Context: an optimization exercise on an open-source flow, tuned for small area. The choices shown serve that exercise and are no tape-out recipe. Only simulation tests tie the RTL to the original design; equivalence was not proved. Power is estimated from default activity; no workload was simulated.

## flow/run.sh

```bash
#!/bin/bash
# Own layout flow: the standard synthesis, then an area re-mapping of the logic between the
# registers (reabc.sh), then the standard layout from floorplan to finish.
# Each tool writes its full output to a log of its own in the work folder.
set -euo pipefail
HERE=$(cd "$(dirname "${BASH_SOURCE[0]}")" && pwd)
WORK=$(cd "$HERE/.." && pwd)
cd "$WORK"
YOSYS=$FLOW_HOME/../tools/install/yosys/bin/yosys
[[ -x $YOSYS ]] || YOSYS=yosys
LIB=$FLOW_HOME/platforms/$FLOW_PLATFORM/lib/sky130_fd_sc_hd__tt_025C_1v80.lib
R=$WORK/orfs/results/$FLOW_PLATFORM/blockRunner/base

bash standard.sh synth > "$WORK/flow_1_synth.log" 2>&1
cp "$R/1_2_yosys.v" "$WORK/1_2_yosys.standard.v"
YOSYS=$YOSYS bash "$HERE/reabc.sh" "$WORK/1_2_yosys.standard.v" "$WORK/1_2_yosys.reabc.v" "$LIB" "$FLOW_TOP" "$WORK/flow_2_reabc.log"
cp "$WORK/1_2_yosys.reabc.v" "$R/1_2_yosys.v"
rm -f "$R/1_synth.odb"
# Port buffers as the standard flow places them, but of the smallest buffer cell; a clock tree of
# small buffers without dummy loads.
bash standard.sh finish \
  "BUFFER_PORTS_ARGS=-buffer_cell sky130_fd_sc_hd__buf_1" \
  "CTS_ARGS=-sink_clustering_enable -repair_clock_nets -dont_use_dummy_load -buf_list sky130_fd_sc_hd__clkbuf_8 -root_buf sky130_fd_sc_hd__clkbuf_16 -sink_clustering_size 20 -sink_clustering_max_diameter 60" \
  > "$WORK/flow_3_layout.log" 2>&1
```

## flow/reabc.sh

```bash
#!/bin/bash
# usage: reabc.sh IN.v OUT.v LIB TOP LOG
# Re-maps the combinational logic of a mapped netlist for area with yosys/abc.
# Registers and tie cells are kept as black boxes, so their instances, names and cell types stay.
set -euo pipefail
IN=$1; OUT=$2; LIB=$3; TOP=$4; LOG=$5
YOSYS=${YOSYS:-yosys}
KEEP=$(grep -oE 'sky130_fd_sc_hd__(df|edf|sdf|dl|conb)[a-z0-9_]*' "$IN" | sort -u | tr '\n' ' ')
SCRIPT=${REABC_SCRIPT:-"+strash;dc2;dch,-f;map,-a;mfs2;strash;dc2;dch,-f;amap;mfs2;strash;dch,-f;amap;mfs2;strash;dch,-f;amap;topo"}
YS=$(dirname "$LOG")/reabc.ys
cat > "$YS" <<EOS
read_liberty -ignore_miss_func $LIB
read_verilog $IN
hierarchy -top $TOP
blackbox $KEEP
flatten
opt_clean
stat -liberty $LIB
abc -liberty $LIB -dont_use *lpflow* -dont_use *probe* -script "$SCRIPT"
opt_clean -purge
hilomap -singleton -hicell sky130_fd_sc_hd__conb_1 HI -locell sky130_fd_sc_hd__conb_1 LO
insbuf -buf sky130_fd_sc_hd__buf_4 A X
opt_clean -purge
stat -liberty $LIB
select -module $TOP
write_verilog -noattr -nohex -nodec -selected $OUT
EOS
$YOSYS -s "$YS" > $LOG 2>&1
```

## standard.sh

```bash
#!/bin/bash
# synth_recipe.tcl (not shown) runs the flow's synth.tcl, then flattens the netlist and writes it again
# the make line also repeats each setting of config.mk as NAME=value (left out here)
make -C /OpenROAD-flow-scripts/flow DESIGN_CONFIG=/design/flow/config.mk WORK_HOME=/design/flow/orfs CLKGATE_MAP_FILE= SYNTH_SCRIPT=/design/flow/synth_recipe.tcl "${@:-finish}"
```

## config.mk

```make
export PLATFORM = sky130hd
export DESIGN_NAME = blockRunner
export DESIGN_NICKNAME = blockRunner
export VERILOG_FILES = /design/flow/design.v
export SDC_FILE = /design/flow/constraint.sdc
export NUM_CORES = 4
export LEC_CHECK = 0
export CAP_MARGIN = 20
export CORE_MARGIN = 2
export CORE_UTILIZATION = 40
export SLEW_MARGIN = 20
```

## constraint.sdc

```tcl
create_clock -name core_clock -period 10.0 [get_ports {CLK}]
set_input_delay 2.0000 -clock core_clock [delete_from_list [all_inputs] [get_ports {CLK}]]
set_output_delay 2.0000 -clock core_clock [all_outputs]
set_load 0.01 [all_outputs]
```

## design.v

```verilog
module vga640x480(
    input wire i_clk,            
    input wire i_pix_stb,        
    input wire i_rst,            
    output wire o_hs,            
    output wire o_vs,            
    output wire [9:0] o_hx,      
    output wire [9:0] o_v        
    );
    localparam HX_START = 10'd864;    
    localparam HX_LINE  = 10'd640;    
    reg [9:0] hx;
    reg [9:0] v_count;
    assign o_hs = ~((hx >= 10'd880) & (hx < 10'd976));
    assign o_vs = ~((v_count >= 10'd490) & (v_count < 10'd492));
    assign o_hx = hx;
    assign o_v  = v_count;
    always @(posedge i_clk)
    begin
        if (i_rst)
        begin
            hx <= HX_START;
            v_count <= 10'd0;
        end
        if (i_pix_stb)   
        begin
            if (hx == HX_LINE)
            begin
                hx <= HX_START;
                v_count <= v_count + 1'd1;
            end
            else
                hx <= hx + 1'd1;
            if (v_count == 10'd525)
                v_count <= 10'd0;
        end
    end
endmodule
module blockRunner(
    input wire CLK,              
    input wire RST_BTN,          
    output wire VGA_HS_O,        
    output wire VGA_VS_O,        
    output reg [3:0] VGA_R,      
    output reg [3:0] VGA_G,      
    output reg [3:0] VGA_B,      
    output wire a, ba, c, d, e, f, g,
    output wire a1, ba1, c1, d1, e1, f1, g1,
    output wire a2, ba2, c2, d2, e2, f2, g2,
    output wire a3, ba3, c3, d3, e3, f3, g3,
    input SW0,
    input KEY0,
    input KEY1,
    input KEY2,
    input KEY3
    );
    localparam menu = 2'd0, lose = 2'd1, playingDay = 2'd2, playingNight = 2'd3;
    reg [1:0] s;
    wire playing = s[1];
    wire inMenu  = (s == menu);
    wire inLose  = (s == lose);
    wire night   = (s == playingNight);
    reg pix_stb, ph;
    always @(posedge CLK)
        if (!RST_BTN) {pix_stb, ph} <= 2'b00;
        else          {pix_stb, ph} <= {ph, ~ph};
    wire [9:0] hx;
    wire [9:0] v;
    vga640x480 display (
        .i_clk(CLK), .i_pix_stb(pix_stb), .i_rst(~RST_BTN),
        .o_hs(VGA_HS_O), .o_vs(VGA_VS_O), .o_hx(hx), .o_v(v)
    );
    wire blank = hx[9] & hx[8];           
    reg [9:0]  cl;                  
    reg        nightToggle;         
    reg [3:0]  oneC, tenC, hunC, thoC;      
    reg [3:0]  oneH, tenH, hunH, thoH;      
    reg [2:0]  m6;                          
    reg [1:0]  s_d;                         
    reg        SW0_d;
    reg        crouch;              
    reg [12:0] count;
    reg [6:0]  count2;
    reg        st_count2;
    reg [7:0]  dinoYh;              
    reg [1:0]  direction;
    reg [9:0]  P;                   
    reg [2:0]  t1, t2, t4;          
    reg [3:0]  t3;                  
    reg [3:0]  rnd;                 
    reg [1:0]  spd;                 
    reg [12:0] countB1;
    reg [9:0]  countTime;
    wire [8:0] dinoY = {dinoYh, 1'b0};
    function [12:0] step13;
        input [12:0] q;
        step13 = {q[11:0], ~(q[12] ^ q[3] ^ q[2] ^ q[0])};
    endfunction
    function [9:0] step10;
        input [9:0] q;
        step10 = {q[8:0], ~(q[9] ^ q[6])};
    endfunction
    localparam [12:0] S5000 = 13'b0110110000010;    
    localparam [9:0]  S989  = 10'b0100001000;       
    localparam [9:0]  S1000 = 10'b0101100100;       
    reg cstep;                                      
    wire tickT  = (count == S5000);
    wire tickB  = (countB1 == S5000);
    wire sec    = (countTime == S1000);
    wire backDrop = (hx > 0) & (hx < 640) & (v > 300) & (v < 477);
    wire sun      = (hx > 475) & (hx < 550) & (v > 50) & (v < 125);
    wire [9:0] D  = hx - (v[8] ? P : cl);
    wire [9:0] ec3 = D;                        
    wire [9:0] fc1 = hx - {cl[8:0], 1'b0};     
    wire wrap3 = (cl >= 10'd934);
    wire wrap2 = (cl >= 10'd634) & (cl <= 10'd733);
    wire wrap1 = (cl[8:0] >= 9'd417) & (cl[8:0] <= 9'd466);
    wire cloud  = ~blank & ~wrap1 & (fc1 > 10'd90) & (fc1 < 10'd190) & (v > 75)  & (v < 125);
    wire cloud2 = ~blank & ~wrap2 & (ec3 > 10'd290) & (ec3 < 10'd390) & (v > 100) & (v < 150);
    wire cloud3 = ~blank & ~wrap3 & (ec3 != 0) & (ec3 < 10'd90)  & (v > 85)  & (v < 135);
    wire clouds = cloud | cloud2 | cloud3;
    wire star = ((hx > 20)  & (hx < 25)  & (v > 50) & (v < 55))  |
                ((hx > 70)  & (hx < 75)  & (v > 125) & (v < 130)) |
                ((hx > 100) & (hx < 105) & (v > 30) & (v < 35))  |
                ((hx > 150) & (hx < 155) & (v > 65) & (v < 70))  |
                ((hx > 200) & (hx < 205) & (v > 20) & (v < 25))  |
                ((hx > 240) & (hx < 245) & (v > 80) & (v < 85))  |
                ((hx > 300) & (hx < 305) & (v > 90) & (v < 95))  |
                ((hx > 340) & (hx < 345) & (v > 40) & (v < 45))  |
                ((hx > 410) & (hx < 415) & (v > 75) & (v < 80))  |
                ((hx > 450) & (hx < 455) & (v > 90) & (v < 95));
    wire letters = ((hx > 90)  & (v > 120) & (hx < 120) & (v < 250)) |
                   ((hx > 190) & (v > 120) & (hx < 220) & (v < 250)) |
                   ((hx > 90)  & (v > 120) & (hx < 220) & (v < 150)) |
                   ((hx > 90)  & (v > 220) & (hx < 220) & (v < 250)) |
                   ((hx > 285) & (v > 120) & (hx < 315) & (v < 250)) |
                   ((hx > 385) & (v > 120) & (hx < 415) & (v < 250)) |
                   ((hx > 285) & (v > 120) & (hx < 415) & (v < 150)) |
                   ((hx > 285) & (v > 220) & (hx < 415) & (v < 250)) |
                   ((hx > 480) & (v > 120) & (hx < 510) & (v < 250)) |
                   ((hx > 490) & (v > 120) & (hx < 570) & (v < 150)) |
                   ((hx > 490) & (v > 180) & (hx < 550) & (v < 210));
    wire [8:0] dy = v[8:0] - dinoY;
    wire dino = (hx > 75) & (hx < 90) & (dy != 0) & (dy < (crouch ? 9'd20 : 9'd40));
    wire g260 = (v > 260), g265 = (v > 265), g270 = (v > 270), g280 = (v > 280);
    wire l270 = (v < 270), l280 = (v < 280), l290 = (v < 290), l300 = (v < 300);
    function yin;
        input [3:0] t;
        case (t)
            4'd0: yin = g280 & l300;
            4'd1: yin = g260 & l300;
            4'd2: yin = g270 & l300;
            4'd3: yin = g260 & l300;
            4'd4: yin = g265 & l300;
            4'd5: yin = g270 & l280;
            4'd6: yin = g280 & l290;
            4'd7: yin = g260 & l270;
            default: yin = g270 & l300;
        endcase
    endfunction
    function [4:0] wid;
        input [3:0] t;
        case (t)
            4'd1: wid = 5'd15;
            4'd2: wid = 5'd10;
            4'd5, 4'd6, 4'd7: wid = 5'd25;
            default: wid = 5'd20;
        endcase
    endfunction
    wire [4:0] eA = D[4:0];               
    wire [4:0] eB = D[4:0] - 5'd8;        
    wire [4:0] eC = D[4:0] - 5'd2;        
    wire [4:0] eD = D[4:0] + 5'd4;        
    wire RA = (D[9:5] == 5'd0);
    wire RB = (D[9:5] == ((D[4:0] < 5'd8)  ? 5'd22 : 5'd21));
    wire RC = (D[9:5] == ((D[4:0] < 5'd2)  ? 5'd15 : 5'd14));
    wire RD = (D[9:5] == ((D[4:0] < 5'd28) ? 5'd7  : 5'd6));
    wire [4:0] eb = ({5{RA}} & eA) | ({5{RB}} & eB) | ({5{RC}} & eC) | ({5{RD}} & eD);
    wire [3:0] tb = ({4{RA}} & {1'b0, t1}) | ({4{RB}} & {1'b0, t2}) | ({4{RC}} & t3) | ({4{RD}} & {1'b0, t4});
    wire x32 = (hx[9:5] != 0);
    wire anyBlock = ~blank & (eb != 0) & (eb < wid(tb)) & (x32 | (eb <= hx[4:0])) & yin(tb);
    wire recAny = anyBlock & ~x32 & (eb == hx[4:0]);
    wire hit = dino & anyBlock;
    wire inscreen = (hx >= 1) & (hx <= 639) & (v >= 1);
    wire bg = ~(backDrop | sun | anyBlock | dino | clouds) & inscreen;
    reg [1:0] ns;
    always @(*) begin
        case (s)
            menu:         ns = (KEY0 == 1'b0) ? playingDay : menu;
            playingDay:   ns = hit ? lose : (nightToggle ? playingNight : playingDay);
            playingNight: ns = hit ? lose : (!nightToggle ? playingDay : playingNight);
            default:      ns = (KEY1 == 1'b0) ? menu : lose;
        endcase
    end
    always @(posedge CLK or negedge RST_BTN)
        if (RST_BTN == 1'b0) s <= menu;
        else                 s <= ns;
    always @(posedge CLK) begin
        s_d <= s;
        SW0_d <= SW0;
    end
    wire inc_d   = s_d[1] & (countTime == 10'd0);    
    wire night_d = (s_d == playingNight);
    wire rst_d   = ~pix_stb & ~ph;                   
    wire wrap_d  = inc_d & (oneC == 4'd9);           
    wire dn_ev   = playing & wrap_d & m6[0];                                  
    wire spd_ev  = playing & wrap_d & ((m6 == 3'd2) | (m6 == 3'd5)) & (spd != 2'd3);  
    always @(posedge CLK) begin
        if (inMenu) begin
            cl <= 10'd10;
            nightToggle <= 1'b0;
        end else if (playing) begin
            if (cstep) cl <= cl + 1'd1;
            if (dn_ev) nightToggle <= ~nightToggle;
        end
    end
    always @(posedge CLK) begin
        if (!RST_BTN) begin
            countTime <= 10'd0;
            cstep <= 1'b0;
            countB1 <= 13'd0;
        end else if (playing) begin
            countTime <= sec ? 10'd0 : step10(countTime);
            cstep <= (countTime == S989) | (cstep & ~sec);
            countB1 <= tickB ? 13'd0 : step13(countB1);
        end
    end
    wire rec = recAny & playing;
    always @(posedge CLK) begin
        if (inMenu) begin
            P <= 10'd10;
            t1 <= 3'd0;
            t2 <= 3'd3;
            t3 <= 4'd8;
            t4 <= 3'd7;
            spd <= 2'd0;
        end else if (playing) begin
            if (rec & (night ? RA : RD)) t1 <= rnd[3:1];
            if (rec & (night ? RB : RA)) t2 <= rnd[3:1];
            if (rec & (night ? RC : RB)) t3 <= {1'b0, rnd[3:1]};
            if (rec & (night ? RD : RC)) t4 <= rnd[3:1];
            if (tickB) P <= P - {8'd0, spd} - 1'd1;
            if (spd_ev) spd <= spd + 1'd1;
        end
    end
    always @(posedge CLK)
        if (inMenu) rnd <= 4'd15;
        else        rnd <= rnd + 1'd1;
    always @(posedge CLK) begin
        if (s_d == menu) begin
            oneC <= 4'd0; tenC <= 4'd0; hunC <= 4'd0; thoC <= 4'd0;
            m6 <= 3'd0;
        end else if (inc_d) begin
            oneC <= oneC + 1'd1;
            if (oneC >= 4'd9) begin
                tenC <= tenC + 1'd1;
                oneC <= 4'd0;
                m6 <= (m6 == 3'd5) ? 3'd0 : m6 + 1'd1;
            end
            if (night_d ? (tenC >= 4'd9) : (tenC > 4'd9)) begin
                hunC <= hunC + 1'd1;
                tenC <= 4'd0;
            end
            if (night_d ? (hunC >= 4'd9) : (hunC > 4'd9)) begin
                thoC <= thoC + 1'd1;
                hunC <= 4'd0;
            end
        end
        if (rst_d) begin
            oneH <= 4'd0; tenH <= 4'd0; hunH <= 4'd0; thoH <= 4'd0;
        end else if (s_d == lose && {thoC, hunC, tenC, oneC} > {thoH, hunH, tenH, oneH}) begin
            oneH <= oneC; tenH <= tenC; hunH <= hunC; thoH <= thoC;
        end
    end
    wire [3:0] oneOut = SW0_d ? oneH : oneC;
    wire [3:0] tenOut = SW0_d ? tenH : tenC;
    wire [3:0] hunOut = SW0_d ? hunH : hunC;
    wire [3:0] thoOut = SW0_d ? thoH : thoC;
    sevenSeg9  ones(oneOut[3], oneOut[2], oneOut[1], oneOut[0], a, ba, c, d, e, f, g);
    sevenSeg10 tens(tenOut[3], tenOut[2], tenOut[1], tenOut[0], a1, ba1, c1, d1, e1, f1, g1);
    sevenSeg10 hunds(hunOut[3], hunOut[2], hunOut[1], hunOut[0], a2, ba2, c2, d2, e2, f2, g2);
    sevenSeg thous(thoOut[3], thoOut[2], thoOut[1], thoOut[0], a3, ba3, c3, d3, e3, f3, g3);
    always @(posedge CLK) begin
        if (inMenu) crouch <= 1'b0;
        else if (playing) crouch <= ~KEY2;
    end
    always @(posedge CLK) begin
        if (RST_BTN == 1'b0) begin
            count <= 13'd0;
            count2 <= 7'd0;
            st_count2 <= 1'b0;
        end else begin
            count <= tickT ? 13'd0 : step13(count);
            if (st_count2) begin
                if (count2 <= 7'd90) begin
                    if (tickT) count2 <= count2 + 1'd1;
                end else begin
                    st_count2 <= 1'b0;
                    count2 <= 7'd0;
                end
            end
            if (playing) begin
                if (KEY3 == 1'b0) st_count2 <= 1'b1;
                else if (KEY2 == 1'b0 && st_count2) count2 <= 7'd90;
            end
        end
    end
    wire c2rest = (count2 >= 7'd90) | (count2 == 7'd0);
    always @(posedge CLK) begin
        if (inMenu) begin
            dinoYh <= 8'd130;
            direction <= 2'd3;
        end else if (playing) begin
            if (tickT) begin
                if (direction == 2'd1) dinoYh <= dinoYh - 1'd1;
                else if (direction == 2'd2) dinoYh <= dinoYh + 1'd1;
                if (count2 != 0 && count2 <= 7'd45) direction <= 2'd1;
                else if (count2 >= 7'd45 && count2 <= 7'd90) direction <= 2'd2;
                else if (count2 == 7'd0) direction <= 2'd3;
            end else if (c2rest) begin
                dinoYh <= (KEY2 == 1'b0) ? 8'd140 : 8'd130;
            end
        end
    end
    always @(*) begin
        case (s)
            menu, playingDay: begin
                VGA_R[3] = backDrop | sun;
                VGA_G[3] = anyBlock | sun;
                VGA_B[3] = dino | bg;
                VGA_R[2] = backDrop | sun | clouds | bg;
                VGA_G[2] = anyBlock | backDrop | sun | clouds | bg;
                VGA_B[2] = clouds | dino;
                VGA_R[1] = backDrop | sun | clouds | bg;
                VGA_G[1] = backDrop | sun | clouds | bg;
                VGA_B[1] = backDrop | clouds | dino;
                VGA_R[0] = backDrop | clouds;
                VGA_G[0] = clouds;
                VGA_B[0] = clouds | dino | bg;
            end
            playingNight: begin
                VGA_R[3] = sun | star;
                VGA_G[3] = sun | star | anyBlock;
                VGA_B[3] = dino | sun | star;
                VGA_R[2] = backDrop | sun | clouds | star;
                VGA_G[2] = backDrop | sun | clouds | star | anyBlock;
                VGA_B[2] = dino | clouds | sun | star;
                VGA_R[1] = backDrop | sun | clouds | star;
                VGA_G[1] = backDrop | sun | clouds | star;
                VGA_B[1] = backDrop | dino | clouds | sun | star;
                VGA_R[0] = backDrop | clouds | sun | star;
                VGA_G[0] = clouds | sun | star;
                VGA_B[0] = dino | clouds | sun | star;
            end
            default: begin
                VGA_R[0] = backDrop;
                VGA_G[0] = anyBlock;
                VGA_B[0] = 1'b0;
                VGA_R[1] = backDrop | letters;
                VGA_G[1] = 1'b0;
                VGA_B[1] = 1'b0;
                VGA_R[2] = backDrop;
                VGA_G[2] = 1'b0;
                VGA_B[2] = 1'b0;
                VGA_R[3] = backDrop | letters;
                VGA_G[3] = 1'b0;
                VGA_B[3] = 1'b0;
            end
        endcase
    end
endmodule
module sevenSeg(a, b, c, d, o1, o2, o3, o4, o5, o6, o7);
	input a, b, c, d;
	output o1, o2, o3, o4, o5, o6, o7;
	assign o1 =~((~b&~d) | (~a&c) | (b&c) | (a&~d) | (~a&b&d) | (a&~b&~c));
	assign o2 =~((~a&~b) | (~b&~d) | (~a&~c&~d) | (~a&c&d) | (a&~c&d));
	assign o3 =~((~a&~c) | (~a&d) | (~c&d) | (~a&b) | (a&~b));
	assign o4 =~((~a&~b&~d) | (~b&c&d) | (b&~c&d) | (b&c&~d) | (a&~c&~d));
	assign o5 =~((~b&~d) | (c&~d) | (a&c) | (a&b));
	assign o6 =~((~c&~d) | (b&~d) | (a&~b) | (a&c) | (~a&b&~c));
	assign o7 =~((~b&c) | (c&~d) | (a&~b) | (a&d) | (~a&b&~c));
endmodule
module sevenSeg9(a, b, c, d, o1, o2, o3, o4, o5, o6, o7);
	input a, b, c, d;
	output o1, o2, o3, o4, o5, o6, o7;
	assign o1 = (~a&~b&~c&d) | (b&~c&~d);
	assign o2 = (b&~c&d) | (b&c&~d);
	assign o3 = (~b&c&~d);
	assign o4 = (~b&~c&d) | (b&~c&~d) | (b&c&d);
	assign o5 = (b&~c) | d;
	assign o6 = (~a&~b&d) | (~b&c) | (c&d);
	assign o7 = (~a&~b&~c) | (b&c&d);
endmodule
module sevenSeg10(a, b, c, d, o1, o2, o3, o4, o5, o6, o7);
	input a, b, c, d;
	output o1, o2, o3, o4, o5, o6, o7;
	assign o1 = (~a&~b&~c&d) | (b&~c&~d);
	assign o2 = (b&~c&d) | (b&c&~d);
	assign o3 = (~a&~b&c&~d);
	assign o4 = (a&c) | (~b&~c&d) | (b&~c&~d) | (b&c&d);
	assign o5 = (b&~c) | d;
	assign o6 = (~a&~b&c) | (~a&~b&d) | (c&d);
	assign o7 = (~a&~b&~c) | (b&c&d);
endmodule
```

==> results of run 1 <==
## critical path, delay by kind of cell, from the launching register on
kind	cells	cell delay (ns)
AO/OA/AOI/OAI	19	3.48
AND/OR/NAND/NOR	11	1.64
buffers and inverters	8	1.20
flip-flops	1	0.50
## stage by stage
| stage | total power, mW | hold WS, ns | setup slack (ns) |
|---|---|---|---|
| floorplan | 0.9901 | 0.3981 | 0.9937 |
| global placement | 1.074 | 0.4174 | 0.7641 |
| detailed placement | 1.078 | 0.4064 | 0.5296 |
| CTS | 1.457 | 0.4260 | 0.07151 |
| global route | 1.537 | 0.4425 | 0.02375 |
| finish | 1.453 | 0.4257 | 0.7847 |
## state kept, by name (all words and copies together), names as in the netlist, 3 cells and up
register         flops
countB1             13
display.hx          10
oneH                 4
count2               7
rnd                  4
countTime           10
thoH                 4
t4                   3
hunC                 4
oneC                 4
t2                   3
tenC                 4
count               13
cl                  10
tenH                 4
t3                   4
display.v_count     10
m6                   3
thoC                 4
hunH                 4
P                   10
dinoYh               8
t1                   3
## power by group through the flow
stage	combinational, mW	clock [mW]	sequential, mW
2_1_floorplan	0.253	0	0.737
3_3_place_gp	0.322	0	0.752
3_5_place_dp	0.326	0	0.753
4_1_cts	0.328	0.391	0.738
5_1_grt	0.376	0.415	0.746
6_report	0.330	0.383	0.740
## timing repair
action                                 CTS  global route
buffers inserted                         0             2
gates resized for setup                  0             6
endpoints found under the hold margin    0             0
setup endpoints to repair                0             8
## per-layer routing
metal | vias up | GRT usage, % | share of wire, %
li1 | 5233 | - | -
met3 | 59 | 3.504 | 5.9
met4 | 0 | 8.108 | 2.5
met1 | 4780 | 32.53 | 48
met5 | - | 0 | 0
met2 | 365 | 37.23 | 44
## worst max path at each step
stage	endpoint	startpoint	slack, ns	depth (start not counted)
final	VGA_G[2]	display.v_count[8]$_DFF_P_	0.78	38
after global routing	VGA_G[2]	display.v_count[8]$_DFF_P_	0.02	31
after CTS	VGA_G[2]	display.v_count[8]$_DFF_P_	0.07	36
after detailed placement	VGA_G[2]	display.v_count[8]$_DFF_P_	0.53	36
after global placement	VGA_G[2]	display.v_count[8]$_DFF_P_	0.76	36
after floorplan	VGA_R[1]	display.v_count[8]$_DFF_P_	0.99	34
## final cells by class
cell class | instances | area, um^2
Fill cell | 2509 | 12940
Multi-Input combinational cell | 1033 | 5484
Sequential cell | 158 | 3274
Inverter | 208 | 784.5
Tap cell | 319 | 399.1
Timing Repair Buffer | 60 | 270.3
Clock buffer | 17 | 245.2
==> results.cfg, run 1 <==
[global_routing]
grt_max_degree = 39
grt_remaining_overflow = 0
grt_usage_pct = 23.46
grt_pass1_wl_um = 46790
grt_pass1_vias = 9185
antenna_found_initial = 0

[route]
firstDrtPassIters = 5
avgRoutedWirePerCell_um = 16.35
drtIter0Drc = 983
drc = 0
postRouteAntennaNets = 0
num_vias = 10440
wirelength_um = 29350
drt-vias-per-instance = 5.814

[pwr]
intPower_uw = 960.6
p_leak_nw = 3.480
swShare_pct = 33.90
clkPwrFrac_pct = 26.3
power_switching_uw = 492.7
pwr-share-comb_pct = 22.7
peakVddDrop_uv = 91.63
power_frac_seq_pct = 50.9
cellPowerDensity_nw_per_um2 = 139.0

[cells_and_area]
final_common_cell = nor2_1
final_util_pct = 44.69
final_cell_mix = nor2_1, clkinv_1, dfxtp_1
layout-drive-gt1-share_pct = 2.439
fin_area_um2 = 10460
final_nets = 1485
final_cell_count_no_fill = 1795
diodes = 0
area_growth_syn_to_layout_pct = 9.973

[sta]
finalCriticalPeriod_ns = 9.215
hold_viol_final = 0
skew_ns = 0.04403
setup_viol = 0
period_share_pct = 92.15
setup_tns_ns = 0
rsz0062_at_grt = no
fmax_mhz = 108.5
worst_pin_slew_ns = 0.9938
drv_slew = 0
slew_headroom_pct = 33.75

[floorplan]
initial_utilization_pct = 40.63
die_x_um = 158.2
num_rows = 56
die_h_um = 158.2
ioPinCount = 49
core_um2 = 23400
die-area_um2 = 25020

[setup_path]
critPathKind = flip-flop to output port
worstPathRequired_ns = 8.00
timing.rr.end = t3[0]$_SDFFE_PP0P_
critical_path.slowest_cell = dfxtp_2
cp_common_cell = clkinv_1
cp_max_fo = 15
reg2reg_depth = 30
arrival_ns = 7.22
regToRegStartpoint = display.v_count[8]$_DFF_P_
critPathMaxStageDelay_ns = 0.50
start_kind = flip-flop
end_kind = output port
rrSetupSlack_ns = 2.73

[hold_path]
holdPathStages = 2
min_path_type = flip-flop to flip-flop
min_to = count[5]$_SDFF_PP0_
hp-start = count[4]$_SDFF_PP0_

[cts]
clock-sinks = 158
ctsLongestPathBuffers = 2
clkTransAtPathRegs_ns = 0.10
cts_root_buffer = clkbuf_16
cts_tree = built
numCtsBuffers = 17
htreeDepth = 4
cts_hold_buf = 0
worst_skew_pair.late_latency_ns = 0.40

[placed_design]
dpl_cell_area_um2 = 10170
io_buffers = 48
hpwl_um = 21980
dpl.cell_count = 1776
gp_congestion = 0.9933

[job]
maxCapViolCount = 0

[synth]
synth_area_um2 = 9509
avgSynthCellArea_um2 = 6.797
synthesis.nets = 1406
ys.warnings.count = 2
syn_inst = 1399

[status]
status = no timing/DRC/antenna violations
==> inputs of run 2 (changes only) <==
--- a/flow/run.sh
+++ b/flow/run.sh
@@ -20,5 +20,5 @@
 # small buffers without dummy loads.
 bash standard.sh finish \
   "BUFFER_PORTS_ARGS=-buffer_cell sky130_fd_sc_hd__buf_1" \
-  "CTS_ARGS=-sink_clustering_enable -repair_clock_nets -dont_use_dummy_load -buf_list sky130_fd_sc_hd__clkbuf_8 -root_buf sky130_fd_sc_hd__clkbuf_16 -sink_clustering_size 20 -sink_clustering_max_diameter 60" \
+  "CTS_ARGS=-repair_clock_nets -dont_use_dummy_load -buf_list sky130_fd_sc_hd__clkbuf_8 -root_buf sky130_fd_sc_hd__clkbuf_16" \
   > "$WORK/flow_3_layout.log" 2>&1
==> results.cfg, run 2 <==
[placed_design]
gp_congestion = 0.9933
dpl.cell_count = 1776
hpwl_um = 21980
io_buffers = 48

[route]
top_layer_used = met4
avgRoutedWirePerCell_um = 16.35
met2_length_um = 12880
num_vias = 10440
firstDrtPassIters = 5
drtIter0Drc = 983
drc = 0
drt-vias-per-instance = 5.814
wirelength_um = 29350
route.met3.wl_um = 1725
route.layer.met1.wl_um = 13990
postRouteAntennaNets = 0

[cells_and_area]
final_cell_count_no_fill = 1795
final_nets = 1485
final_common_cell = nor2_1
layout-drive-gt1-share_pct = 2.439
final_util_pct = 44.69
fillers = 2509
reg_top3 = countB1 (13), count (13)
area_growth_syn_to_layout_pct = 9.973
diodes = 0
final_cell_mix = nor2_1, clkinv_1, dfxtp_1

[global_routing]
grt_pass1_vias = 9185
grt_max_degree = 39
antenna_found_initial = 0
grt_pass1_wl_um = 46790
grt_usage_pct = 23.46
grt_remaining_overflow = 0

[setup_path]
start_kind = flip-flop
rrSetupSlack_ns = 2.73
cp_common_cell = clkinv_1
cp_max_fo = 15
critPathKind = flip-flop to output port
critical_path.slowest_cell = dfxtp_2
end_kind = output port
critPathMaxStageDelay_ns = 0.50
worstPathRequired_ns = 8.00
arrival_ns = 7.22

[floorplan]
num_rows = 56
initial_utilization_pct = 40.63
core_um2 = 23400
ioPinCount = 49
die_x_um = 158.2
die-area_um2 = 25020
die_h_um = 158.2

[status]
status = no timing/DRC/antenna violations

[sta]
worst_pin_slew_ns = 0.9938
setup_viol = 0
fmax_mhz = 108.5
period_share_pct = 92.15
hold_viol_final = 0
rsz0062_at_grt = no
skew_ns = 0.04403
finalCriticalPeriod_ns = 9.215
slew_headroom_pct = 33.75
setup_tns_ns = 0
drv_slew = 0

[pwr]
cellPowerDensity_nw_per_um2 = 139.0
peakVddDrop_uv = 91.63
p_leak_nw = 3.480
power_mw = 1.453

[cts]
cts_root_buffer = clkbuf_16
cts_tree = built
htreeDepth = 4
worst_skew_pair.late_latency_ns = 0.40
clock-sinks = 158
ctsLongestPathBuffers = 2
clkTransAtPathRegs_ns = 0.10
numCtsBuffers = 17

[hold_path]
min_path_type = flip-flop to flip-flop

[synth]
avgSynthCellArea_um2 = 6.797
synth_area_um2 = 9509
syn_inst = 1399
ys.warnings.count = 2
synthesis.nets = 1406

[job]
maxCapViolCount = 0
==> run 2: per-stage QoR <==
| step | worst slack, ns | hold WS (ns) | instance area (um^2) |
|---|---|---|---|
| 3_3_place_gp | 0.7641 | 0.4174 | 10170 |
| 4_1_cts | 0.07151 | 0.4260 | 10410 |
| 3_5_place_dp | 0.5296 | 0.4064 | 10170 |
| 2_1_floorplan | 0.9937 | 0.3981 | 9509 |
| 6_report | 0.7847 | 0.4257 | 10460 |
| 5_1_grt | 0.02375 | 0.4425 | 10460 |
==> run 2: area by class of cell <==
cell class                      count  area, um^2  area share, %
Multi-Input combinational cell   1033        5484          52.44
Sequential cell                   158        3274          31.31
Timing Repair Buffer               60       270.3          2.584
Tap cell                          319       399.1          3.817
Clock buffer                       17       245.2          2.345
Inverter                          208       784.5          7.502
==> run 2: worst paths after layout <==
kind                       cells past startpoint                  end                  startpoint
setup / recovery                              38             VGA_G[2]  display.v_count[8]$_DFF_P_
hold / removal                                 2  count[5]$_SDFF_PP0_         count[4]$_SDFF_PP0_
setup reg to reg                              30   t3[0]$_SDFFE_PP0P_  display.v_count[8]$_DFF_P_
hold reg to reg                                2  count[5]$_SDFF_PP0_         count[4]$_SDFF_PP0_
max in group asynchronous                      2       s[0]$_DFF_PN0_                     RST_BTN
min in group asynchronous                      2       s[1]$_DFF_PN0_                     RST_BTN
==> run 2: where the power goes <==
group          total (mW)  leakage (nW)  internal, mW  switching [mW]
clock network       0.383         0.127         0.161           0.222
registers           0.740          1.30         0.685          0.0549
logic               0.330          2.05         0.114           0.216
total                1.45          3.48         0.961           0.493
==> run 2: what timing repair did <==
| item | CTS | global route |
|---|---|---|
| setup buffers | 0 | 2 |
| setup endpoints to repair | 0 | 8 |
| hold buffers | 0 | 0 |
| resized for setup | 0 | 6 |
==> run 2: routing by layer <==
metal | up-vias | track usage [%]
met5 | - | 0
met2 | 365 | 37.23
met1 | 4780 | 32.53
met3 | 59 | 3.504
met4 | 0 | 8.108
li1 | 5233 | -
==> run 2: worst max-delay path: cells and delay by family, from the launching register on <==
kind / cells / cell delay (ns)
buffers and inverters: 8 / 1.20
AND/OR/NAND/NOR: 11 / 1.64
AO/OA/AOI/OAI: 19 / 3.48
flip-flops: 1 / 0.50
==> inputs of run 3 (changes only) <==
--- a/flow/run.sh
+++ b/flow/run.sh
@@ -20,5 +20,5 @@
 # small buffers without dummy loads.
 bash standard.sh finish \
   "BUFFER_PORTS_ARGS=-buffer_cell sky130_fd_sc_hd__buf_1" \
-  "CTS_ARGS=-repair_clock_nets -dont_use_dummy_load -buf_list sky130_fd_sc_hd__clkbuf_8 -root_buf sky130_fd_sc_hd__clkbuf_16" \
+  "CTS_ARGS=-sink_clustering_enable -repair_clock_nets -dont_use_dummy_load -buf_list sky130_fd_sc_hd__clkbuf_8 -root_buf sky130_fd_sc_hd__clkbuf_16 -sink_clustering_size 40 -sink_clustering_max_diameter 150 -sink_clustering_levels 1" \
   > "$WORK/flow_3_layout.log" 2>&1
==> results.cfg, run 3 <==
[status]
status = no timing/DRC/antenna violations

[setup_path]
reg2reg_depth = 30
path_depth = 38
critical_path.slowest_cell = dfxtp_2
timing.rr.end = t3[0]$_SDFFE_PP0P_
critPathTopFamily = compound AO/OA/AOI/OAI gates
critPathMaxStageDelay_ns = 0.50
rrSetupSlack_ns = 2.73
path_buf_inv = 8
regToRegStartpoint = display.v_count[8]$_DFF_P_
cp_max_fo = 15
worstPathRequired_ns = 8.00
start_kind = flip-flop
end_kind = output port
arrival_ns = 7.22
critPathKind = flip-flop to output port
cp_common_cell = clkinv_1

[global_routing]
grt_pass1_vias = 9185
grt_max_degree = 39
antenna_found_initial = 0
grt_usage_pct = 23.46
grt_remaining_overflow = 0
grt_pass1_wl_um = 46790

[hold_path]
hp-start = count[4]$_SDFF_PP0_
min_path_type = flip-flop to flip-flop
holdPathStages = 2
min_to = count[5]$_SDFF_PP0_

[cts]
htreeDepth = 4
cts_tree = built
clkTransAtPathRegs_ns = 0.10
ctsLongestPathBuffers = 2
clock-sinks = 158
cts_root_buffer = clkbuf_16
numCtsBuffers = 17
worst_skew_pair.late_latency_ns = 0.40

[cells_and_area]
area_growth_syn_to_layout_pct = 9.973
diodes = 0
final_cell_count_no_fill = 1795
final_util_pct = 44.69
final_cell_mix = nor2_1, clkinv_1, dfxtp_1
reg_top3 = countB1 (13), count (13)
final_common_cell = nor2_1
layout-drive-gt1-share_pct = 2.439
final_nets = 1485

[route]
wirelength_um = 29350
drtIter0Drc = 983
avgRoutedWirePerCell_um = 16.35
firstDrtPassIters = 5
drt-vias-per-instance = 5.814
num_vias = 10440
drc = 0
postRouteAntennaNets = 0

[placed_design]
io_buffers = 48
hpwl_um = 21980
gp_congestion = 0.9933
dpl.cell_count = 1776

[sta]
finalCriticalPeriod_ns = 9.215
setup_viol = 0
setup_tns_ns = 0
hold_viol_final = 0
slew_headroom_pct = 33.75
fmax_mhz = 108.5
rsz0062_at_grt = no
skew_ns = 0.04403
worst_pin_slew_ns = 0.9938
period_share_pct = 92.15
whs_ns = 0.4257
drv_slew = 0

[synth]
synth_area_um2 = 9509
synthesis.nets = 1406
avgSynthCellArea_um2 = 6.797
syn_inst = 1399
ys.warnings.count = 2

[floorplan]
ioPinCount = 49
die_h_um = 158.2
core_um2 = 23400
die-area_um2 = 25020
die_x_um = 158.2
num_rows = 56
initial_utilization_pct = 40.63

[pwr]
peakVddDrop_uv = 91.63
p_leak_nw = 3.480
cellPowerDensity_nw_per_um2 = 139.0
power_mw = 1.453

[job]
maxCapViolCount = 0
## run 3: per-layer routing
metal | share of wire [%] | GRT usage [%]
met1 | 48 | 32.53
met2 | 44 | 37.23
met3 | 5.9 | 3.504
met4 | 2.5 | 8.108
met5 | 0 | 0
## run 3: worst max-delay path by stage
stage / from / endpoint
CTS: display.v_count[8]$_DFF_P_ / VGA_G[2]
global placement: display.v_count[8]$_DFF_P_ / VGA_G[2]
global route: display.v_count[8]$_DFF_P_ / VGA_G[2]
detailed placement: display.v_count[8]$_DFF_P_ / VGA_G[2]
finish: display.v_count[8]$_DFF_P_ / VGA_G[2]
floorplan: display.v_count[8]$_DFF_P_ / VGA_R[1]
## run 3: layout make-up
class,instances,area (um^2)
fill,2509,12940
sequential,158,3274
multi-input combinational,1033,5484
inverter,208,784.5
timing repair buffer,60,270.3
tap,319,399.1
clock buffer,17,245.2
## run 3: metrics by stage
stage / setup slack (ns) / area [um^2]
floorplan: 0.9937 / 9509
global placement: 0.7641 / 10170
detailed placement: 0.5296 / 10170
CTS: 0.07151 / 10410
global route: 0.02375 / 10460
finish: 0.7847 / 10460
## run 3: tightest hold or removal path: cells and delay by family (launching register included)
family        cells  cell delay [ns]
buf+inv           1             0.05
flops             1             0.32
simple gates      1             0.03
## run 3: what timing repair did
action | CTS | global route
hold buffers | 0 | 0
resized for setup | 0 | 6
buffers inserted | 0 | 2
setup endpoints to repair | 0 | 8
## run 3: power breakdown
| part | internal, mW | switching (mW) |
|---|---|---|
| Clock | 0.161 | 0.222 |
| Combinational | 0.114 | 0.216 |
| Sequential | 0.685 | 0.0549 |
| Total | 0.961 | 0.493 |
==> inputs of run 4 (changes only) <==
--- a/flow/run.sh
+++ b/flow/run.sh
@@ -20,5 +20,5 @@
 # small buffers without dummy loads.
 bash standard.sh finish \
   "BUFFER_PORTS_ARGS=-buffer_cell sky130_fd_sc_hd__buf_1" \
-  "CTS_ARGS=-sink_clustering_enable -repair_clock_nets -dont_use_dummy_load -buf_list sky130_fd_sc_hd__clkbuf_8 -root_buf sky130_fd_sc_hd__clkbuf_16 -sink_clustering_size 40 -sink_clustering_max_diameter 150 -sink_clustering_levels 1" \
+  "CTS_ARGS=-sink_clustering_enable -repair_clock_nets -dont_use_dummy_load -buf_list {sky130_fd_sc_hd__clkbuf_4 sky130_fd_sc_hd__clkbuf_8} -root_buf sky130_fd_sc_hd__clkbuf_16 -sink_clustering_size 20 -sink_clustering_max_diameter 60" \
   > "$WORK/flow_3_layout.log" 2>&1
==> results.cfg, run 4 <==
[setup_path]
timing.rr.end = t3[0]$_SDFFE_PP0P_
cp_common_cell = clkinv_1
critPathKind = flip-flop to output port
critPathMaxStageDelay_ns = 0.50
worstPathRequired_ns = 8.00
start_kind = flip-flop
rrSetupSlack_ns = 2.73
critPathTopFamily = compound AO/OA/AOI/OAI gates
reg2reg_depth = 30
arrival_ns = 7.22
regToRegStartpoint = display.v_count[8]$_DFF_P_
critical_path.slowest_cell = dfxtp_2
cp_max_fo = 15
end_kind = output port
path_buf_inv = 8

[sta]
drv_slew = 0
skew_ns = 0.04403
finalCriticalPeriod_ns = 9.215
hold_viol_final = 0
fmax_mhz = 108.5
period_share_pct = 92.15
whs_ns = 0.4257
rsz0062_at_grt = no
slew_headroom_pct = 33.75
worst_pin_slew_ns = 0.9938
setup_viol = 0
setup_tns_ns = 0

[global_routing]
antenna_found_initial = 0
grt_pass1_wl_um = 46790
grt_remaining_overflow = 0
grt_max_degree = 39
grt_usage_pct = 23.46
grt_pass1_vias = 9185

[placed_design]
gp_congestion = 0.9933
dpl_cell_area_um2 = 10170
hpwl_um = 21980
io_buffers = 48

[cells_and_area]
layout-drive-gt1-share_pct = 2.439
final_nets = 1485
area_growth_syn_to_layout_pct = 9.973
diodes = 0
final_common_cell = nor2_1
final_util_pct = 44.69
fin_area_um2 = 10460
final_cell_mix = nor2_1, clkinv_1, dfxtp_1
reg_top3 = countB1 (13), count (13)

[floorplan]
die_h_um = 158.2
die-area_um2 = 25020
initial_utilization_pct = 40.63
die_x_um = 158.2
core_um2 = 23400
ioPinCount = 49
num_rows = 56

[route]
drtIter0Drc = 983
firstDrtPassIters = 5
num_vias = 10440
avgRoutedWirePerCell_um = 16.35
postRouteAntennaNets = 0
drc = 0
wirelength_um = 29350
drt-vias-per-instance = 5.814

[synth]
synth_area_um2 = 9509
syn_inst = 1399
ys.warnings.count = 2
synthesis.nets = 1406
avgSynthCellArea_um2 = 6.797

[cts]
cts_hold_buf = 0
ctsLongestPathBuffers = 2
numCtsBuffers = 17
cts_tree = built
clock-sinks = 158
cts_root_buffer = clkbuf_16
worst_skew_pair.late_latency_ns = 0.40
clkTransAtPathRegs_ns = 0.10
htreeDepth = 4

[pwr]
power_mw = 1.453
cellPowerDensity_nw_per_um2 = 139.0
peakVddDrop_uv = 91.63
p_leak_nw = 3.480

[status]
status = no timing/DRC/antenna violations

[job]
maxCapViolCount = 0

[hold_path]
holdPathStages = 2
min_to = count[5]$_SDFF_PP0_
min_path_type = flip-flop to flip-flop
hp-start = count[4]$_SDFF_PP0_
-- run 4: layer usage --
layer  up-vias  wire length, um  share of wire (%)  global-route usage [%]
met5         -                0                  0                       0
met4         0              748                2.5                   8.108
met3        59             1725                5.9                   3.504
met2       365            12880                 44                   37.23
met1      4780            13990                 48                   32.53
li1       5233                -                  -                       -
-- run 4: timing repair --
| action | CTS | global route |
|---|---|---|
| endpoints found under the setup margin | 0 | 8 |
| resized for setup | 0 | 6 |
| buffers inserted | 0 | 2 |
-- run 4: worst max path at each step --
stage	startpoint	slack (ns)	end	cells after the start
after floorplan	display.v_count[8]$_DFF_P_	0.99	VGA_R[1]	34
after global placement	display.v_count[8]$_DFF_P_	0.76	VGA_G[2]	36
after detailed placement	display.v_count[8]$_DFF_P_	0.53	VGA_G[2]	36
after CTS	display.v_count[8]$_DFF_P_	0.07	VGA_G[2]	36
after global routing	display.v_count[8]$_DFF_P_	0.02	VGA_G[2]	31
final	display.v_count[8]$_DFF_P_	0.78	VGA_G[2]	38
-- run 4: power by group --
group	internal [mW]	switching [mW]	total (mW)
Sequential	0.685	0.0549	0.740
Clock	0.161	0.222	0.383
Combinational	0.114	0.216	0.330
Total	0.961	0.493	1.45
-- run 4: cell type report --
class                           count  area (um^2)
Tap cell                          319        399.1
Clock buffer                       17        245.2
Multi-Input combinational cell   1033         5484
Inverter                          208        784.5
Timing Repair Buffer               60        270.3
Fill cell                        2509        12940
Sequential cell                   158         3274
-- run 4: stage by stage --
| step | setup slack, ns | cells |
|---|---|---|
| final | 0.7847 | 1795 |
| after global routing | 0.02375 | 1795 |
| after CTS | 0.07151 | 1793 |
| after detailed placement | 0.5296 | 1776 |
| after global placement | 0.7641 | 1776 |
| after floorplan | 0.9937 | 1399 |
-- run 4: tightest hold or removal path, stage by stage, from the launching register on --
cell and delay [ns]:
dfxtp_1 0.32, clkinv_1 0.05, nor2_1 0.03
==> inputs of run 5 (changes only) <==
--- a/flow/run.sh
+++ b/flow/run.sh
@@ -20,5 +20,5 @@
 # small buffers without dummy loads.
 bash standard.sh finish \
   "BUFFER_PORTS_ARGS=-buffer_cell sky130_fd_sc_hd__buf_1" \
-  "CTS_ARGS=-sink_clustering_enable -repair_clock_nets -dont_use_dummy_load -buf_list {sky130_fd_sc_hd__clkbuf_4 sky130_fd_sc_hd__clkbuf_8} -root_buf sky130_fd_sc_hd__clkbuf_16 -sink_clustering_size 20 -sink_clustering_max_diameter 60" \
+  "CTS_ARGS=-sink_clustering_enable -repair_clock_nets -dont_use_dummy_load -buf_list sky130_fd_sc_hd__clkbuf_8 -root_buf sky130_fd_sc_hd__clkbuf_16 -sink_clustering_size 20 -sink_clustering_max_diameter 60" \
   > "$WORK/flow_3_layout.log" 2>&1
==> flow/reabc.sh (replaced) <==
#!/bin/bash
# usage: reabc.sh IN.v OUT.v LIB TOP LOG
# Re-maps the combinational logic of a mapped netlist for area with yosys/abc.
# The AIG is first restructured for size with ABC's &deepsyn (time-limited), then mapped for area.
# Registers and tie cells are kept as black boxes, so their instances, names and cell types stay.
set -euo pipefail
IN=$1; OUT=$2; LIB=$3; TOP=$4; LOG=$5
YOSYS=${YOSYS:-yosys}
KEEP=$(grep -oE 'sky130_fd_sc_hd__(df|edf|sdf|dl|conb)[a-z0-9_]*' "$IN" | sort -u | tr '\n' ' ')
B="strash;dc2;dch,-f;amap;mfs2"
SCRIPT=${REABC_SCRIPT:-"+strash;&get,-n;&deepsyn,-T,240,-S,1;&put;dch,-f;map,-a;mfs2;$B;$B;strash;dch,-f;amap;topo"}
YS=$(dirname "$LOG")/reabc.ys
cat > "$YS" <<EOS
read_liberty -ignore_miss_func $LIB
read_verilog $IN
hierarchy -top $TOP
blackbox $KEEP
flatten
opt_clean
stat -liberty $LIB
abc -liberty $LIB -dont_use *lpflow* -dont_use *probe* -script "$SCRIPT"
opt_clean -purge
hilomap -singleton -hicell sky130_fd_sc_hd__conb_1 HI -locell sky130_fd_sc_hd__conb_1 LO
insbuf -buf sky130_fd_sc_hd__buf_1 A X
opt_clean -purge
stat -liberty $LIB
select -module $TOP
write_verilog -noattr -nohex -nodec -selected $OUT
EOS
$YOSYS -s "$YS" > $LOG 2>&1
==> results.cfg, run 5 <==
[placed_design]
hpwl_um = 20100
dpl_worst_slack_ns = 0.4873
dpl_cell_area_um2 = 9457
gp_congestion = 0.9726
io_buffers = 48

[floorplan]
num_rows = 54
die-area_um2 = 23440
core_um2 = 21820
die_x_um = 153.1
initial_utilization_pct = 40.75
ioPinCount = 49
die_h_um = 153.1

[setup_path]
arrival_ns = 7.20
critPathKind = flip-flop to output port
critPathTopFamily = simple AND/OR/NAND/NOR gates
critical_path.slowest_cell = dfxtp_4
end_kind = output port
worstPathRequired_ns = 8.00
start_kind = flip-flop
cp_max_fo = 14
path_buf_inv = 6
critPathMaxStageDelay_ns = 0.45

[cells_and_area]
area_growth_syn_to_layout_pct = 9.821
fillers = 2279
final_nets = 1365
final_cell_mix = nor2_1, clkinv_1, dfxtp_1
fin_area_um2 = 9766
final_util_pct = 44.75
reg_top3 = countB1 (13), count (13)
final_common_cell = nor2_1
diodes = 0
layout-drive-gt1-share_pct = 2.655

[hold_path]
min_path_type = flip-flop to flip-flop

[sta]
skew_ns = 0.04452
period_share_pct = 92.01
setup_viol = 0
whs_ns = 0.4067
worst_pin_slew_ns = 0.9828
drv_slew = 0
finalCriticalPeriod_ns = 9.201
hold_viol_final = 0
slew_headroom_pct = 34.48
finalWorstSetupSlack_ns = 0.7992
fmax_mhz = 108.7

[pwr]
power_mw = 1.522
peakVddDrop_uv = 139.4
cellPowerDensity_nw_per_um2 = 155.9
p_leak_nw = 3.294

[route]
drt-vias-per-instance = 5.730
firstDrtPassIters = 6
avgRoutedWirePerCell_um = 16.11
drc = 0
drtIter0Drc = 848
postRouteAntennaNets = 0
wirelength_um = 26360
num_vias = 9375

[global_routing]
grt_pass1_wl_um = 42590
grt_remaining_overflow = 0
grt_max_degree = 22
grt_usage_pct = 22.19
antenna_found_initial = 0
grt_pass1_vias = 8321

[cts]
clock-sinks = 158
numCtsBuffers = 17
worst_skew_pair.late_latency_ns = 0.39
clkTransAtPathRegs_ns = 0.08
cts_tree = built
cts_hold_buf = 0
cts_root_buffer = clkbuf_16
htreeDepth = 4
ctsLongestPathBuffers = 2

[job]
maxCapViolCount = 0

[status]
status = no timing/DRC/antenna violations

[synth]
syn_inst = 1284
avgSynthCellArea_um2 = 6.925
ys.warnings.count = 2
synth_area_um2 = 8892
synthesis.nets = 1291
## run 5: power by group
group          total, mW  switching [mW]  internal [mW]
registers          0.755          0.0646          0.691
clock network      0.370           0.209          0.161
logic              0.397           0.261          0.135
## run 5: layout make-up
cell class / instances / area (um^2) / share of cell area (%)
multi-input cells: 919 / 4880 / 49.97
flip-flops and latches: 158 / 3277 / 33.56
inverters: 207 / 780.7 / 7.995
well taps: 280 / 350.3 / 3.587
clock buffers: 17 / 245.2 / 2.511
repair buffers: 55 / 232.7 / 2.383
## run 5: layer usage
metal / global-route usage (%) / share of wire [%] / vias to the layer above
met5: 0 / 0 / -
met4: 8.025 / 2.6 / 0
li1: - / - / 4736
met2: 35.29 / 44 / 328
met1: 30.34 / 47 / 4256
met3: 3.771 / 6.3 / 55
## run 5: path summary, 6_finish.rpt
kind,startpoint,end,slack [ns],depth (start not counted)
worst max-delay path,display.v_count[8]$_DFF_P_,VGA_R[1],0.80,47
worst min-delay path,rnd[0]$_SDFF_PP1_,rnd[0]$_SDFF_PP1_,0.41,1
worst max register to register,display.v_count[8]$_DFF_P_,t1[0]$_SDFFE_PP0P_,3.07,41
worst min register to register,rnd[0]$_SDFF_PP1_,rnd[0]$_SDFF_PP1_,0.41,1
max in group asynchronous,RST_BTN,s[1]$_DFF_PN0_,7.88,1
min in group asynchronous,RST_BTN,s[0]$_DFF_PN0_,1.65,1
## run 5: stage by stage
stage               setup TNS [ns]  cells
global route              -0.08589   1636
CTS                              0   1633
finish                           0   1636
floorplan                        0   1284
global placement                 0   1616
detailed placement               0   1616
## run 5: what timing repair did
item,in CTS,in global routing
setup buffers,0,3
gates resized for setup,0,13
endpoints found under the setup margin,0,11
## run 5: worst reg2reg max path: cells and delay by family (launching register included)
kind	cells	cell delay, ns
buffers and inverters	6	0.88
and+or+nand+nor	17	2.51
DFF	1	0.45
AOI/OAI and AO/OA	18	2.98
==> inputs of run 6 (changes only) <==
==> flow/reabc.sh (replaced) <==
#!/bin/bash
# usage: reabc.sh IN.v OUT.v LIB TOP LOG
# Re-maps the combinational logic of a mapped netlist for area with yosys/abc. The AIG is first
# restructured for size with ABC's &deepsyn (time-limited) from several random seeds in parallel,
# each then mapped for area; the smallest result is kept.
# Registers and tie cells are kept as black boxes, so their instances, names and cell types stay.
set -euo pipefail
IN=$1; OUT=$2; LIB=$3; TOP=$4; LOG=$5
YOSYS=${YOSYS:-yosys}
DIR=$(dirname "$LOG")/reabc_runs
mkdir -p "$DIR"
KEEP=$(grep -oE 'sky130_fd_sc_hd__(df|edf|sdf|dl|conb)[a-z0-9_]*' "$IN" | sort -u | tr '\n' ' ')
B="strash;dc2;dch,-f;amap;mfs2"
SEEDS=${REABC_SEEDS:-"1 2 3 4"}
for S in $SEEDS; do
  SCRIPT="+strash;&get,-n;&deepsyn,-T,240,-S,$S;&put;dch,-f;map,-a;mfs2;$B;$B;strash;dch,-f;amap;topo"
  cat > "$DIR/reabc_$S.ys" <<EOS
read_liberty -ignore_miss_func $LIB
read_verilog $IN
hierarchy -top $TOP
blackbox $KEEP
flatten
opt_clean
stat -liberty $LIB
abc -liberty $LIB -dont_use *lpflow* -dont_use *probe* -script "$SCRIPT"
opt_clean -purge
hilomap -singleton -hicell sky130_fd_sc_hd__conb_1 HI -locell sky130_fd_sc_hd__conb_1 LO
insbuf -buf sky130_fd_sc_hd__buf_1 A X
opt_clean -purge
stat -liberty $LIB
select -module $TOP
write_verilog -noattr -nohex -nodec -selected $DIR/out_$S.v
EOS
  $YOSYS -s "$DIR/reabc_$S.ys" > "$DIR/reabc_$S.log" 2>&1 &
done
wait
BEST=""; BESTA=""
for S in $SEEDS; do
  A=$(grep "Chip area" "$DIR/reabc_$S.log" | tail -1 | awk '{print $NF}')
  echo "seed $S: area $A" >> "$LOG"
  if [[ -s "$DIR/out_$S.v" && -n "$A" ]] && { [[ -z "$BESTA" ]] || awk -v a="$A" -v b="$BESTA" 'BEGIN{exit !(a<b)}'; }; then
    BEST=$S; BESTA=$A
  fi
done
[[ -n "$BEST" ]] || { echo "no result" >> "$LOG"; exit 1; }
echo "kept seed $BEST: area $BESTA" >> "$LOG"
cp "$DIR/out_$BEST.v" "$OUT"
==> results.cfg, run 6 <==
[global_routing]
grt_max_degree = 25
antenna_found_initial = 0
use_met1_pct = 31.07
grt_pass1_vias = 8587
grt.busiest_layer = met2
grt_usage_pct = 21.99
grt_remaining_overflow = 0
grt_pass1_wl_um = 42660
grt_use_met2_pct = 33.95
use_met3_pct = 3.441

[setup_path]
cp_common_cell = nor2_1
end_kind = output port
worstPathRequired_ns = 8.00
arrival_ns = 7.19
cp_max_fo = 13
path_buf_inv = 4
critPathKind = flip-flop to output port
start_kind = flip-flop
critical_path.slowest_cell = or4_1
critPathMaxStageDelay_ns = 0.50
critPathTopFamily = simple AND/OR/NAND/NOR gates

[cells_and_area]
final_nets = 1369
final_common_cell = nor2_1
layout-drive-gt1-share_pct = 2.206
diodes = 0
area_growth_syn_to_layout_pct = 9.649
reg_top3 = countB1 (13), count (13)
fin_area_um2 = 9697
final_cell_mix = nor2_1, clkinv_1, dfxtp_1
fillers = 2280
final_util_pct = 44.57

[pwr]
p_leak_nw = 3.234
power_mw = 1.389
cellPowerDensity_nw_per_um2 = 143.2
peakVddDrop_uv = 89.70

[route]
firstDrtPassIters = 6
avgRoutedWirePerCell_um = 15.75
drtIter0Drc = 974
postRouteAntennaNets = 0
drc = 0
num_vias = 9429
wirelength_um = 25820
drt-vias-per-instance = 5.749

[cts]
clock-sinks = 158
clkTransAtPathRegs_ns = 0.10
cts_tree = built
htreeDepth = 4
postCtsSetupRepairBufs = 0
numCtsBuffers = 17
ctsLongestPathBuffers = 2
worst_skew_pair.late_latency_ns = 0.39
cts_root_buffer = clkbuf_16

[placed_design]
io_buffers = 48
gp_congestion = 0.9614
hpwl_um = 19590
dpl_cell_area_um2 = 9419

[sta]
drv_slew = 0
skew_ns = 0.03951
period_share_pct = 91.88
finalCriticalPeriod_ns = 9.188
setup_viol = 0
slew_headroom_pct = 42.41
whs_ns = 0.4043
fmax_mhz = 108.8
rsz0062_at_grt = no
worst_pin_slew_ns = 0.8526
hold_viol_final = 0
setup_tns_ns = 0

[synth]
avgSynthCellArea_um2 = 6.861
synth_area_um2 = 8843
ys.warnings.count = 2
synthesis.nets = 1296
syn_inst = 1289

[hold_path]
min_path_type = flip-flop to flip-flop

[job]
maxCapViolCount = 0

[floorplan]
die_h_um = 152.7
num_rows = 54
die_x_um = 152.7
initial_utilization_pct = 40.65
core_um2 = 21760
ioPinCount = 49
die-area_um2 = 23310

[status]
status = no timing/DRC/antenna violations
run 6: path summary, 6_finish.rpt:
path                                              from             endpoint  cells after the start  slack [ns]
setup / recovery           display.hx[2]$_SDFFCE_PP0P_             VGA_G[2]                     35        0.81
hold / removal                     count[5]$_SDFF_PP0_  count[6]$_SDFF_PP0_                      2        0.40
setup reg to reg           display.hx[2]$_SDFFCE_PP0P_   t3[1]$_SDFFE_PP0P_                     38        2.59
hold reg to reg                    count[5]$_SDFF_PP0_  count[6]$_SDFF_PP0_                      2        0.40
max in group asynchronous                      RST_BTN       s[0]$_DFF_PN0_                      2        8.22
min in group asynchronous                      RST_BTN       s[1]$_DFF_PN0_                      2        1.57
run 6: area by class of cell:
cell class,instances,area (um^2),area share (%)
flip-flops and latches,158,3277,33.79
well taps,280,350.3,3.613
inverters,209,787.0,8.116
clock buffers,17,245.2,2.529
repair buffers,54,225.2,2.323
multi-input cells,922,4812,49.63
run 6: through the flow:
step,std cells,worst slack (ns)
after global routing,1640,0.01059
final,1640,0.8117
after floorplan,1289,1.254
after CTS,1640,0.1479
after detailed placement,1623,0.3928
after global placement,1623,0.6270
run 6: metal layers:
| layer | up-vias | share of wire, % |
|---|---|---|
| met2 | 390 | 44 |
| met4 | 0 | 2.4 |
| met5 | - | 0 |
| met1 | 4238 | 47 |
| met3 | 51 | 6.6 |
| li1 | 4750 | - |
run 6: report_power, final:
group | switching, mW | internal (mW) | leakage (nW) | total (mW)
clock network | 0.206 | 0.161 | 0.127 | 0.367
registers | 0.0518 | 0.682 | 1.30 | 0.734
logic | 0.190 | 0.0977 | 1.80 | 0.288
total | 0.448 | 0.940 | 3.23 | 1.39
run 6: repair_timing:
item / CTS / global route
gates cloned: 0 / 0
hold buffers: 0 / 0
resized for setup: 1 / 10
setup endpoints to repair: 3 / 8
run 6: worst reg2reg max path, delay by kind of cell, from the launching register on:
kind,cells,cell delay (ns)
AND/OR/NAND/NOR,19,2.97
AO/OA/AOI/OAI,15,2.88
buffers and inverters,4,0.99
flip-flops,1,0.46
==> inputs of run 7 (changes only) <==
--- a/design.v
+++ b/design.v
@@ -15,25 +15,19 @@
     assign o_vs = ~((v_count >= 10'd490) & (v_count < 10'd492));
     assign o_hx = hx;
     assign o_v  = v_count;
+    wire wrap_h = i_pix_stb & (hx == HX_LINE);
     always @(posedge i_clk)
     begin
-        if (i_rst)
-        begin
+        if ((i_rst & ~i_pix_stb) | wrap_h)
             hx <= HX_START;
+        else
+            hx <= hx + {9'd0, i_pix_stb};
+        if (i_pix_stb & (v_count == 10'd525))
+            v_count <= 10'd0;
+        else if (wrap_h)
+            v_count <= v_count + 1'd1;
+        else if (i_rst)
             v_count <= 10'd0;
-        end
-        if (i_pix_stb)   
-        begin
-            if (hx == HX_LINE)
-            begin
-                hx <= HX_START;
-                v_count <= v_count + 1'd1;
-            end
-            else
-                hx <= hx + 1'd1;
-            if (v_count == 10'd525)
-                v_count <= 10'd0;
-        end
     end
 endmodule
 module blockRunner(
==> results.cfg, run 7 <==
[sta]
setup_tns_ns = 0
slew_headroom_pct = 40.32
rsz0062_at_grt = no
hold_viol_final = 0
whs_ns = 0.3966
skew_ns = 0.03199
worst_pin_slew_ns = 0.8727
fmax_mhz = 111.2
finalCriticalPeriod_ns = 8.991
drv_slew = 0
setup_viol = 0
period_share_pct = 89.91

[route]
postRouteAntennaNets = 0
drc = 0
avgRoutedWirePerCell_um = 15.50
drtIter0Drc = 916
wirelength_um = 25490
drt-vias-per-instance = 5.694
firstDrtPassIters = 6
num_vias = 9366

[setup_path]
cp_max_fo = 18
worstPathRequired_ns = 8.00
start_kind = flip-flop
cp_common_cell = nand2_1
critPathMaxStageDelay_ns = 0.55
end_kind = output port
critPathKind = flip-flop to output port
arrival_ns = 6.99
critical_path.slowest_cell = dfxtp_2
reg2reg_depth = 37

[pwr]
clkPwrFrac_pct = 24.5
pwr-share-comb_pct = 27.2
swShare_pct = 35.19
power_frac_seq_pct = 48.3
peakVddDrop_uv = 98.35
intPower_uw = 986.1
p_leak_nw = 3.308
power_switching_uw = 535.5
cellPowerDensity_nw_per_um2 = 158.0

[placed_design]
hpwl_um = 19500
gp_congestion = 0.9908
dpl.cell_count = 1628
io_buffers = 48

[cells_and_area]
area_growth_syn_to_layout_pct = 9.426
final_cell_mix = nor2_1, clkinv_1, dfxtp_1
multi_input_area_um2 = 4851
final_common_cell = nor2_1
regArea_um2 = 3174
reg_top3 = countB1 (13), count (13)
fillers = 2251
final_nets = 1374
diodes = 0
layout-drive-gt1-share_pct = 1.905
final_cell_count_no_fill = 1645

[floorplan]
core_um2 = 21690
ioPinCount = 49
initial_utilization_pct = 40.58
die_h_um = 152.3
die-area_um2 = 23200
die_x_um = 152.3
num_rows = 54

[synth]
synth_area_um2 = 8801
avgSynthCellArea_um2 = 6.796
ys.warnings.count = 2
synthesis.nets = 1302
syn_inst = 1295

[global_routing]
grt_max_degree = 28
antenna_found_initial = 0
grt_remaining_overflow = 0
grt_usage_pct = 21.98
grt_pass1_wl_um = 42370
grt_pass1_vias = 8575

[cts]
postCtsSetupRepairBufs = 0
htreeDepth = 4
numCtsBuffers = 17
cts_tree = built
clkTransAtPathRegs_ns = 0.08
cts_hold_buf = 0
ctsLongestPathBuffers = 2
worst_skew_pair.late_latency_ns = 0.39
cts_resized = 0
cts_root_buffer = clkbuf_16
clock-sinks = 158

[job]
maxCapViolCount = 0

[hold_path]
holdPathStages = 1
min_path_type = flip-flop to flip-flop

[status]
status = no timing/DRC/antenna violations
[run 7: worst max-delay path: cells and delay by family, from the launching register on]
kind / cells / cell delay [ns]
and+or+nand+nor: 16 / 2.38
DFF: 1 / 0.55
AOI/OAI and AO/OA: 16 / 2.64
buffers and inverters: 5 / 1.06
[run 7: layout make-up]
cell class	count	area share [%]
multi-input combinational	927	50.37
inverter	210	8.224
sequential	158	32.96
timing repair buffer	53	2.261
tap	280	3.638
clock buffer	17	2.546
[run 7: final timing paths]
| path | startpoint | endpoint | slack [ns] |
|---|---|---|---|
| worst max-delay path | display.v_count[8]$_SDFFE_PP0P_ | VGA_G[2] | 1.01 |
| worst max register to register | display.v_count[8]$_SDFFE_PP0P_ | t4[1]$_SDFFE_PP1P_ | 2.65 |
| min in group asynchronous | RST_BTN | s[1]$_DFF_PN0_ | 1.55 |
| worst min register to register | rnd[0]$_SDFF_PP1_ | rnd[0]$_SDFF_PP1_ | 0.40 |
| max in group asynchronous | RST_BTN | s[0]$_DFF_PN0_ | 8.24 |
| worst min-delay path | rnd[0]$_SDFF_PP1_ | rnd[0]$_SDFF_PP1_ | 0.40 |
[run 7: metal layers]
layer  GRT usage [%]  part of all wire, %  vias to the layer above
li1                -                    -                     4746
met1           30.97                   47                     4240
met2           34.58                   44                      330
met3           3.356                  6.5                       50
met4           7.165                  2.2                        0
met5               0                    0                        -
[run 7: through the flow]
step | utilization (%) | power [mW] | setup WS [ns] | instance area (um^2)
after floorplan | - | 1.042 | 2.258 | 8801
after global placement | 43.20 | 1.157 | 1.249 | 9369
after detailed placement | 43.22 | 1.160 | 0.9190 | 9373
after CTS | 44.35 | 1.529 | 0.5153 | 9618
after global routing | 44.40 | 1.619 | 0.1793 | 9630
final | 44.40 | 1.522 | 1.009 | 9630
[run 7: power groups by stage]
stage | clock, mW | sequential [mW] | combinational (mW)
5_1_grt | 0.405 | 0.743 | 0.471
4_1_cts | 0.381 | 0.735 | 0.412
2_1_floorplan | 0 | 0.733 | 0.309
6_report | 0.373 | 0.735 | 0.414
3_5_place_dp | 0 | 0.749 | 0.411
3_3_place_gp | 0 | 0.749 | 0.407

re-timing with driven ports:
How much do the figures lean on ideal ports? The routed layouts below were timed once more, with nothing changed but the port constraints.
Step 1: set_driving_cell puts a clkbuf_16 on CLK and a buf_2 on each other input, an assumption about the parent block.
Step 2 also shifts input and output timing later by t, the mid clock arrival at the registers, as if the neighbouring blocks saw the same clock.
Three values: ideal ports, drivers, drivers and shift; two values: the first two.
run	t (ns)	setup WS [ns]	worst setup path after step 2	worst register clock-pin slew, ns	worst slew at a driven data input, ns
run 1	0.420	0.785 / 0.738 / 1.158	register to output	0.10 / 0.10	0.03
run 2	0.420	0.785 / 0.738 / 1.158	register to output	0.10 / 0.10	0.03
run 3	0.420	0.785 / 0.738 / 1.158	register to output	0.10 / 0.10	0.03
run 4	0.420	0.785 / 0.738 / 1.158	register to output	0.10 / 0.10	0.03
run 5	0.416	0.799 / 0.752 / 1.168	register to output	0.10 / 0.10	0.03
run 6	0.417	0.812 / 0.766 / 1.183	register to output	0.10 / 0.10	0.03
run 7	0.423	1.009 / 0.961 / 1.385	register to output	0.09 / 0.09	0.04
After both steps every run listed still meets setup and hold.
